Source: an optimization exercise on an open RTL-to-GDS flow (aim: small area). Production flows keep margins and buffers that such runs may drop.
In this exercise RTL edits were held to simulation tests only and were not proved equivalent to the original.
The clock input has no modelled driver; a real chip could not lean on it and would need a root buffer or a full tree.
No activity file was given, so power comes from the tool's default toggle rates.

## AXI_raddr
module AXI_raddr(
	aclk,
	areset,
	araddr,
	arlen,
	arvalid,
	arready,
	dma_axi_start,
	dma_axi_raddr_free,
	dma_cfg_saddr,
	dma_cfg_number,
	dma_cfg_sexceed_4k
);
Size in the first run: roughly 300 cells after synthesis, about 89 I/O pins.
clock: 5.0 ns
lec_check: 0
cap_margin: 20
core_margin: 2
core_utilization: 40
gpl_timing_driven: 0
slew_margin: 20
standard.sh (not shown) runs the stock make flow with config.mk's settings and CLKGATE_MAP_FILE= SYNTH_SCRIPT=/design/flow/synth_recipe.tcl, a recipe that flattens the netlist after the stock synthesis.
==> flow/flow/run.sh <==
#!/bin/bash
# Standard ORFS layout with two changes: the port buffers use the smallest
# buffer cell, and (if flow/abc.script exists) ABC maps with an area-oriented script.
set -euo pipefail
here=$(pwd)
if [[ -f flow/abc.script ]]; then
  cp -r "$FLOW_HOME/scripts" "$here/scripts"
  cp flow/abc.script "$here/scripts/abc_speed.script"
  export SCRIPTS_DIR="$here/scripts"
fi
export BUFFER_PORTS_ARGS="-buffer_cell sky130_fd_sc_hd__buf_1"
bash standard.sh > standard_flow.log 2>&1
==> flow/flow/abc.script <==
&get -n
&st
&dch -f
&nf -a -R 1000
&put
The starting point finished with timing, DRC and antenna clean.
Change:
==> flow/flow/abc.script (replaced) <==
strash
dc2
strash
dch -f
amap
Result: Die area shrinks by a few percent; power drops by a few percent; cell area goes down by a few percent.


Setup of build 13:
Another version of the RTL of AXI_raddr (not shown whole).
For scale: about 320 cells after synthesis, roughly 53 flip-flops, ~89 I/O pins.
==> flow/config.mk <==
export PLATFORM = sky130hd
export DESIGN_NAME = AXI_raddr
export DESIGN_NICKNAME = AXI_raddr
export VERILOG_FILES = /design/flow/design.v
export SDC_FILE = /design/flow/constraint.sdc
export NUM_CORES = 4
export LEC_CHECK = 0
export CAP_MARGIN = 20
export CORE_MARGIN = 2
export CORE_UTILIZATION = 65
export GPL_TIMING_DRIVEN = 0
export SLEW_MARGIN = 20
==> flow/constraint.sdc <==
create_clock -name core_clock -period 5.0 [get_ports {aclk}]
set_input_delay 1.0000 -clock core_clock [delete_from_list [all_inputs] [get_ports {aclk}]]
set_output_delay 1.0000 -clock core_clock [all_outputs]
set_load 0.01 [all_outputs]
==> flow/flow/run.sh <==
#!/bin/bash
# Standard ORFS layout (the standard.sh) with these changes:
#  - port buffers use the smallest buffer cell (buf_1);
#  - if flow/abc.script exists, ABC maps with it instead of the speed script;
#  - if flow/noadder exists, Yosys leaves adders to ABC (no full/half-adder cells);
#  - if flow/cts_args exists, it replaces the clock_tree_synthesis arguments;
#  - if flow/post_cts.tcl exists, it runs at the end of the CTS step.
set -euo pipefail
here=$(pwd)
if [[ -f flow/abc.script ]]; then
  cp -r "$FLOW_HOME/scripts" "$here/scripts"
  cp flow/abc.script "$here/scripts/abc_speed.script"
  export SCRIPTS_DIR="$here/scripts"
fi
if [[ -f flow/noadder ]]; then export ADDER_MAP_FILE=; fi
if [[ -f flow/cts_args ]]; then export CTS_ARGS="$(cat flow/cts_args)"; fi
if [[ -f flow/post_cts.tcl ]]; then export POST_CTS_TCL="$here/flow/post_cts.tcl"; fi
export BUFFER_PORTS_ARGS="-buffer_cell sky130_fd_sc_hd__buf_1"
bash standard.sh > standard_flow.log 2>&1
==> flow/flow/abc.script <==
strash
dc2
strash
dch -f
amap
==> flow/flow/cts_args <==
-sink_clustering_enable -repair_clock_nets -buf_list sky130_fd_sc_hd__clkbuf_8 -root_buf sky130_fd_sc_hd__clkbuf_8 -dont_use_dummy_load
==> flow/flow/noadder <==
Yosys leaves adders to ABC
==> flow/flow/post_cts.tcl <==
set block [ord::get_db_block]
set port_net [$block findNet aclk]
set loads {}
foreach it [$port_net getITerms] { lappend loads $it }
if { [llength $loads] == 1 } {
  set root [[lindex $loads 0] getInst]
  set master [[$root getMaster] getName]
  set out_net ""
  foreach it [$root getITerms] {
    if { [$it isOutputSignal] } { set out_net [$it getNet] }
  }
  if { [string match "sky130_fd_sc_hd__clkbuf_*" $master] && $out_net != "" } {
    set sinks {}
    foreach it [$out_net getITerms] {
      if { [$it getInst] != $root } { lappend sinks $it }
    }
    if { [llength $sinks] <= 4 && [llength [$out_net getBTerms]] == 0 } {
      puts "post_cts: removing root clock buffer [$root getName] ($master), port now drives [llength $sinks] pins"
      foreach it $sinks {
        $it disconnect
        $it connect $port_net
      }
      [lindex $loads 0] disconnect
      odb::dbInst_destroy $root
      odb::dbNet_destroy $out_net
    }
  }
}
Modified inputs, build 19 compared to build 13
Settings: CORE_UTILIZATION now 40, was 65.
diff --git a/flow/flow/run.sh b/flow/flow/run.sh
--- a/flow/flow/run.sh
+++ b/flow/flow/run.sh
@@ -6,2 +6 @@
-#  - if flow/cts_args exists, it replaces the clock_tree_synthesis arguments;
-#  - if flow/post_cts.tcl exists, it runs at the end of the CTS step.
+#  - if flow/cts_args exists, it replaces the clock_tree_synthesis arguments.
@@ -17 +15,0 @@
-if [[ -f flow/post_cts.tcl ]]; then export POST_CTS_TCL="$here/flow/post_cts.tcl"; fi
removed: flow/flow/post_cts.tcl
--- outcome ---
Of build 13 and build 19, the run reporting the higher power was build 19.
Final weighted congestion of routability-driven global placement (higher): build 13
Clock-buffer cell count: build 19 vs build 13 up 1
In build 19 relative to build 13, sum of met3 wire segment lengths after detailed routing had gone down by more than 10%.
Vias: build 19 fewer than build 13
Compared build 19 against build 13; clock-pin slew reported for the worst setup and hold paths after clock tree synthesis within noise.
Summary of build 19 over build 13: sequential share of layout area shows a reduction of 0.85 points; worst max-slew margin expressed relative to the limit shows a reduction of 2.2 points; global-route wire length before repair shows an increase of 760 um.
Relative to build 19, the following input files were edited for build 65:
Settings: swapping 0 for 1 in GPL_TIMING_DRIVEN; swapping 40 for 70 in CORE_UTILIZATION.
Results
- The run showing the greater number of gates given a new drive strength after cts is build 19.
- Looking at final critical-path required period, build 65 sits above build 19.
- Comparing build 19 and build 65, the higher via count was measured on build 65.
- Sort build 19 and build 65 by post-route fraction of the period consumed by the critical path, ascending, and build 19 comes first.
diff inputs: build 65 => build 50
Settings: swapping 70 for 65 in CORE_UTILIZATION; swapping 1 for 0 in GPL_TIMING_DRIVEN.
diff --git a/flow/flow/run.sh b/flow/flow/run.sh
--- a/flow/flow/run.sh
+++ b/flow/flow/run.sh
@@ -6 +6,2 @@
-#  - if flow/cts_args exists, it replaces the clock_tree_synthesis arguments.
+#  - if flow/cts_args exists, it replaces the clock_tree_synthesis arguments;
+#  - if flow/post_cts.tcl exists, it runs at the end of the CTS step.
@@ -15,0 +17 @@
+if [[ -f flow/post_cts.tcl ]]; then export POST_CTS_TCL="$here/flow/post_cts.tcl"; fi
==> flow/flow/cts_args <==
-sink_clustering_enable -repair_clock_nets -buf_list sky130_fd_sc_hd__buf_6 -root_buf sky130_fd_sc_hd__buf_6 -dont_use_dummy_load
==> flow/flow/post_cts.tcl (new file) <==
set block [ord::get_db_block]
set port_net [$block findNet aclk]
set loads {}
foreach it [$port_net getITerms] { lappend loads $it }
if { [llength $loads] == 1 } {
  set root [[lindex $loads 0] getInst]
  set master [[$root getMaster] getName]
  set out_net ""
  foreach it [$root getITerms] {
    if { [$it isOutputSignal] } { set out_net [$it getNet] }
  }
  if { [string match "sky130_fd_sc_hd__clkbuf_*" $master] && $out_net != "" } {
    set sinks {}
    foreach it [$out_net getITerms] {
      if { [$it getInst] != $root } { lappend sinks $it }
    }
    if { [llength $sinks] <= 4 && [llength [$out_net getBTerms]] == 0 } {
      puts "post_cts: removing root clock buffer [$root getName] ($master), port now drives [llength $sinks] pins"
      foreach it $sinks {
        $it disconnect
        $it connect $port_net
      }
      [lindex $loads 0] disconnect
      odb::dbInst_destroy $root
      odb::dbNet_destroy $out_net
    }
  }
}
Core utilization was lower in the run labelled build 50. Between build 50 and build 65, final worst setup slack is higher for build 65, build 50 comes in under that. Comparing synthesis-to-layout area growth for build 50 and build 65, the bigger number came from build 65.

[what the ideal ports hide]
Ports are ideal in the flow. The routed layouts listed here were re-timed in OpenROAD. Step 1 assumes that a clkbuf_16 drives the clock port and a buf_2 every other input. Step 2 adds t to the input delays and takes it off the output delays; t is the mean of the earliest and latest rising clock arrival at the registers after step 1. Input paths then give back, and output paths get back, about the clock's delay inside the block. Slacks: ideal ports / drivers / drivers and shift; pairs: ideal ports / drivers.
run | t, ns | setup WS [ns] | clock arrival spread, ns
the first run of note 1 | 0.331 | 0.788 / 0.788 / 0.706 | 0.005 / 0.005
the second run of note 1 | 0.326 | 0.382 / 0.388 / 0.062 | 0.005 / 0.006
build 13 | 0.198 | 0.270 / 0.280 / 0.082 | 0.005 / 0.005
build 19 | 0.322 | 0.445 / 0.433 / 0.112 | 0.019 / 0.019
build 65 | 0.332 | 0.333 / 0.314 / -0.018 | 0.009 / 0.010
build 50 | 0.275 | 0.311 / 0.294 / 0.020 | 0.005 / 0.005
Met with ideal ports but missed after step 2: setup timing in build 65. The setup slack of build 65, which loses most, moves by -0.019 ns with the drivers and by -0.351 ns with both steps.
